What follows belongs to an exercise in optimizing a design on an open flow for small area and a short achievable clock period; a production flow would make more cautious choices.
In this exercise RTL edits were held to simulation tests only and were not proved equivalent to the original.

===== design.v =====
module mulMatrix(
	input wire [149:0] A,
	input wire [89:0] B,
	output wire [224:0] C,
	input clk);
	reg [14:0] D1[0:4][0:2];
	reg [14:0] D2[0:4][0:2];
	reg [14:0] A1[0:4][0:1];
	reg [14:0] B1[0:1][0:2];
    reg [14:0] P1[0:4];
    reg [14:0] P2[0:2];
    integer i , j;
    assign C = {D2[0][0],D2[0][1],D2[0][2],D2[1][0],D2[1][1],D2[1][2],D2[2][0],D2[2][1],D2[2][2],D2[3][0],D2[3][1],D2[3][2],D2[4][0],D2[4][1],D2[4][2]};
	always@(posedge clk) begin
		{A1[0][0],A1[0][1],A1[1][0],A1[1][1],A1[2][0],A1[2][1],A1[3][0],A1[3][1],A1[4][0],A1[4][1]} = A;
        {B1[0][0],B1[0][1],B1[0][2],B1[1][0],B1[1][1],B1[1][2]} = B;
        for(i = 0 ; i < 5 ; i= i+1) begin
            P1[i] <= A1[i][1];
        end
        for(i = 0; i < 3; i= i+1) begin
            P2[i] <= B1[1][i];
        end
        for(i = 0 ; i < 5 ; i= i+1) begin
            for( j = 0 ; j < 3 ; j= j+1) begin
                D1[i][j] <= A1[i][0] * B1[0][j];
            end
        end
        for( i = 0 ; i < 5 ; i= i+1) begin
            for(j = 0 ; j < 3 ; j= j+1) begin
                D2[i][j] <= D1[i][j] + P1[i] * P2[j];
            end
        end
	end
endmodule

===== constraint.sdc =====
create_clock -name core_clock -period 6.0 [get_ports {clk}]
set_input_delay 1.2000 -clock core_clock [delete_from_list [all_inputs] [get_ports {clk}]]
set_output_delay 1.2000 -clock core_clock [all_outputs]
set_load 0.01 [all_outputs]

===== run.sh =====
#!/bin/bash
# synth_recipe.tcl (not shown) runs the flow's synth.tcl, then flattens the netlist and writes it again
# the make line also repeats each setting of config.mk as NAME=value (left out here)
make -C /OpenROAD-flow-scripts/flow DESIGN_CONFIG=/design/flow/config.mk WORK_HOME=/design/flow/orfs CLKGATE_MAP_FILE= SYNTH_SCRIPT=/design/flow/synth_recipe.tcl finish

===== config.mk =====
export PLATFORM = sky130hd
export DESIGN_NAME = mulMatrix
export DESIGN_NICKNAME = mulMatrix
export VERILOG_FILES = /design/flow/design.v
export SDC_FILE = /design/flow/constraint.sdc
export NUM_CORES = 4
export LEC_CHECK = 0
export CAP_MARGIN = 20
export CORE_MARGIN = 2
export CORE_UTILIZATION = 40
export SLEW_MARGIN = 20

==> results.tsv <==
metric	value	unit
TritonCTS buffer count	78	
Hold WC Path Type	flop to flop	
row cnt	203	
Cell Area, Synth	122400	sq um
Starting Density	0.4013	
Root Buffer	clkbuf_16	
Slew HR	0.2033	
DRC violations left	0	
Via density	4.827	
grt peak-use layer	met1	
Synth-to-Final Area Change	16.85	%
DIE WIDTH	557.2	microns
share of layout cells above drive strength 1	0.09197	
# H-tree levels	3	
Die Ht	557.2	microns
Post-Synthesis Cells	14000	
total track usage	0.2563	
final setup fails	0	
Fin Hold WS	460.0	ps
worst-margin pin slew	1191	ps
Final Hold Fails	0	
critical path required time	6520	ps
EDFF count, synth	0	
NumNets Final	18790	
element type at the critical path start	flop	
DR vias	92420	
initial antenna violation count	30	
Final GP Congestion	0.9254	
Final period util	0.9900	
M2 GR Usage	0.3727	
Slew Viols, Final	0	
post-synth cell types	60	
CTS tree	done	
critical path class	flop to flop	
Fmax achieved	0.1683	GHz
drt pass-1 iters	6	
Die ar.	310400	sq um
IO Pins	466	
asr flop ratio synth	0	
Placed Area	140000	sq um
Worst Path Arrival	6460	ps
mean area per synthesized cell	8.744	sq um
YS warnings	7	
total grt overflow	0	
DPL Wire Length	318000	microns
met1 Use GR	0.3803	
non-filler cells in the finished layout	19150	
largest net degree at the start of global routing	63	
design area	143000	sq um
Fin Setup TNS	0	ps
worst clock skew	54.98	ps
status	timing/DRC/antenna clean	
core area	305000	sq um
FILL cells	29490	
Yosys reg bits	570	
WL/cell	20.37	microns
clock tree buffer depth	3	
CP endpoint kind	flop	
number of global-route vias before repair	96800	
Seq/Total Area, Yosys	0.09323	
grt met3 use	0.05904	
CP max FO	7	
# port buffers	465	
placed cells	18980	
worst skew pair latency	750	ps
Post-Syn Nets	17820	
CTS sink count	570	
Final ANT Viol Nets	0	
Initial DRC Count	6596	
max capacitance violation total	0	
first-pass GRT wire length	601600	microns
Routed WL	390000	microns
minimum period implied by the final worst setup slack	5940	ps
Synth Flop Type	dfxtp_1	
Worst-path clk slew	70	ps
==> sequential cells by signal (all words and copies together) (netlist names) <==
| register | flops |
|---|---|
| D2 | 225 |
| P2 | 45 |
| D1 | 225 |
| P1 | 75 |
==> worst max-delay path: stages, from the launching register on <==
cell and delay (ps):
dfxtp_1 560, nand2_1 150, fa_1 500, fa_1 600, inv_1 70, fa_1 500
inv_1 60, fa_1 550, inv_1 60, fa_1 480, inv_1 50, fa_1 480
inv_1 40, ha_1 330, and2_1 170, nor2_1 70, o21ai_0 110, xor2_1 940
==> routing by layer <==
layer | share of wire | up-vias | wire length (microns)
li1 | - | 42450 | -
met1 | 0.47 | 46010 | 182200
met2 | 0.41 | 3459 | 160300
met5 | 0.00036 | - | 139
met4 | 0.027 | 20 | 10390
met3 | 0.095 | 480 | 37070
==> through the flow <==
stage / utilization / setup WS, ps
floorplan: - / -66.34
global placement: 0.4591 / -602.0
detailed placement: 0.4591 / -665.8
CTS: 0.4684 / 110.0
global route: 0.4688 / -54.87
finish: 0.4689 / 59.81
==> cells in the mapped netlist (27+ instances only) <==
| master | count | area, sq um |
|---|---|---|
| a21o_1 | 70 | 525.5 |
| a21oi_1 | 194 | 970.9 |
| and2_1 | 1820 | 11390 |
| buf_1 | 27 | 101.4 |
| clkbuf_1 | 677 | 2541 |
| dfxtp_1 | 570 | 11410 |
| fa_1 | 2220 | 44440 |
| ha_1 | 1365 | 17080 |
| inv_1 | 3401 | 12770 |
| nand2_1 | 1845 | 6925 |
| nand2b_1 | 35 | 219.0 |
| nand3_1 | 29 | 145.1 |
| nor2_1 | 108 | 405.4 |
| nor2b_1 | 36 | 225.2 |
| nor3_1 | 34 | 170.2 |
| o21a_1 | 47 | 352.8 |
| o21ai_0 | 94 | 470.5 |
| o21bai_1 | 49 | 367.9 |
| xnor2_1 | 897 | 7856 |
| xor2_1 | 209 | 1831 |
==> path summary, 6_finish.rpt <==
| check | startpoint | endpoint | slack [ps] | cells after the start |
|---|---|---|---|---|
| max | P1[4][8]$_DFF_P_ | D2[12][11]$_DFF_P_ | 60 | 17 |
| min | D1[9][0]$_DFF_P_ | D2[9][0]$_DFF_P_ | 460 | 1 |
| max reg2reg | P1[4][8]$_DFF_P_ | D2[12][11]$_DFF_P_ | 60 | 17 |
| min reg2reg | D1[9][0]$_DFF_P_ | D2[9][0]$_DFF_P_ | 460 | 1 |
==> cell usage in the layout, fill, tap and decap left out, drive strengths merged, types with 22 or more instances in the layout <==
cell	synthesis	routed
and2	1820	1820
nor2	108	108
fa	2220	2220
nand2	1845	1845
inv	3401	3409
o21bai	49	49
a2111oi	22	22
ha	1365	1365
diode	0	22
nand3	29	29
nor3	34	34
nand2b	35	35
xor2	209	209
o21a	47	47
nor2b	36	36
o21ai	94	94
clkinv	0	24
clkbuf	677	98
dfxtp	570	570
a21o	70	70
clkdlybuf4s50	0	434
buf	37	1160
xnor2	897	897
a21oi	200	200
==> cells by family (layout without fill, tap and decap cells) <==
kind of cell             count (synthesis)  in the layout  synth area share
adder cells (fa/ha/maj)               3585           3585            0.5026
AO/OA/AOI/OAI                          604            604           0.03315
flip-flops                             570            570           0.09323
AND/OR/NAND/NOR                       4015           4015            0.1653
other                                    0             22                 0
XOR/XNOR                              1106           1106           0.07914
multiplexers                             3              3         0.0002453
buffers and inverters                 4115           5143            0.1263
==> timing repair <==
action                     4_1_cts  5_1_grt
hold buffers                     0        0
pin swaps                        0        2
resized for setup                1       22
setup buffers                    0        1
cloned                           0        1
setup endpoints to repair        1       18
==> area by class of cell <==
type	instances	area (sq um)	area share
clock buffer	97	2166	0.01514
multi-input combinational	9313	95630	0.6686
tap	4100	5130	0.03587
antenna	22	55.05	0.0003849
clock inverter	49	663.1	0.004636
inverter	3401	12770	0.08926
timing repair buffer	1596	15150	0.1059
sequential	570	11460	0.08014

==> what the ideal ports hide <==
Ports are ideal in the flow. The routed layout listed here was re-timed in OpenROAD.
Step 1 sets driving cells, clkbuf_16 on the clock port and buf_2 on the other inputs (assumed; they add their load-dependent delay and slew).
Step 2 adds t to the input delays and takes it off the output delays; t is the mean of the earliest and latest rising clock arrival at the registers after step 1. Input paths then give back, and output paths get back, about the clock's delay inside the block.
Three values: ideal, step 1, step 2; two values: the first two.
shift t [ns]: 0.819
setup WS [ns]: 0.060 / 0.060 / -0.607
hold WS [ns]: 0.460 / 0.460 / 0.460
worst setup path after step 2: input to register
latest minus earliest clock arrival (ns): 0.057 / 0.057
Met with ideal ports but missed after step 2: setup timing in this run. The setup slack of this run moves by 0.000 ns with the drivers and by -0.667 ns with both steps.
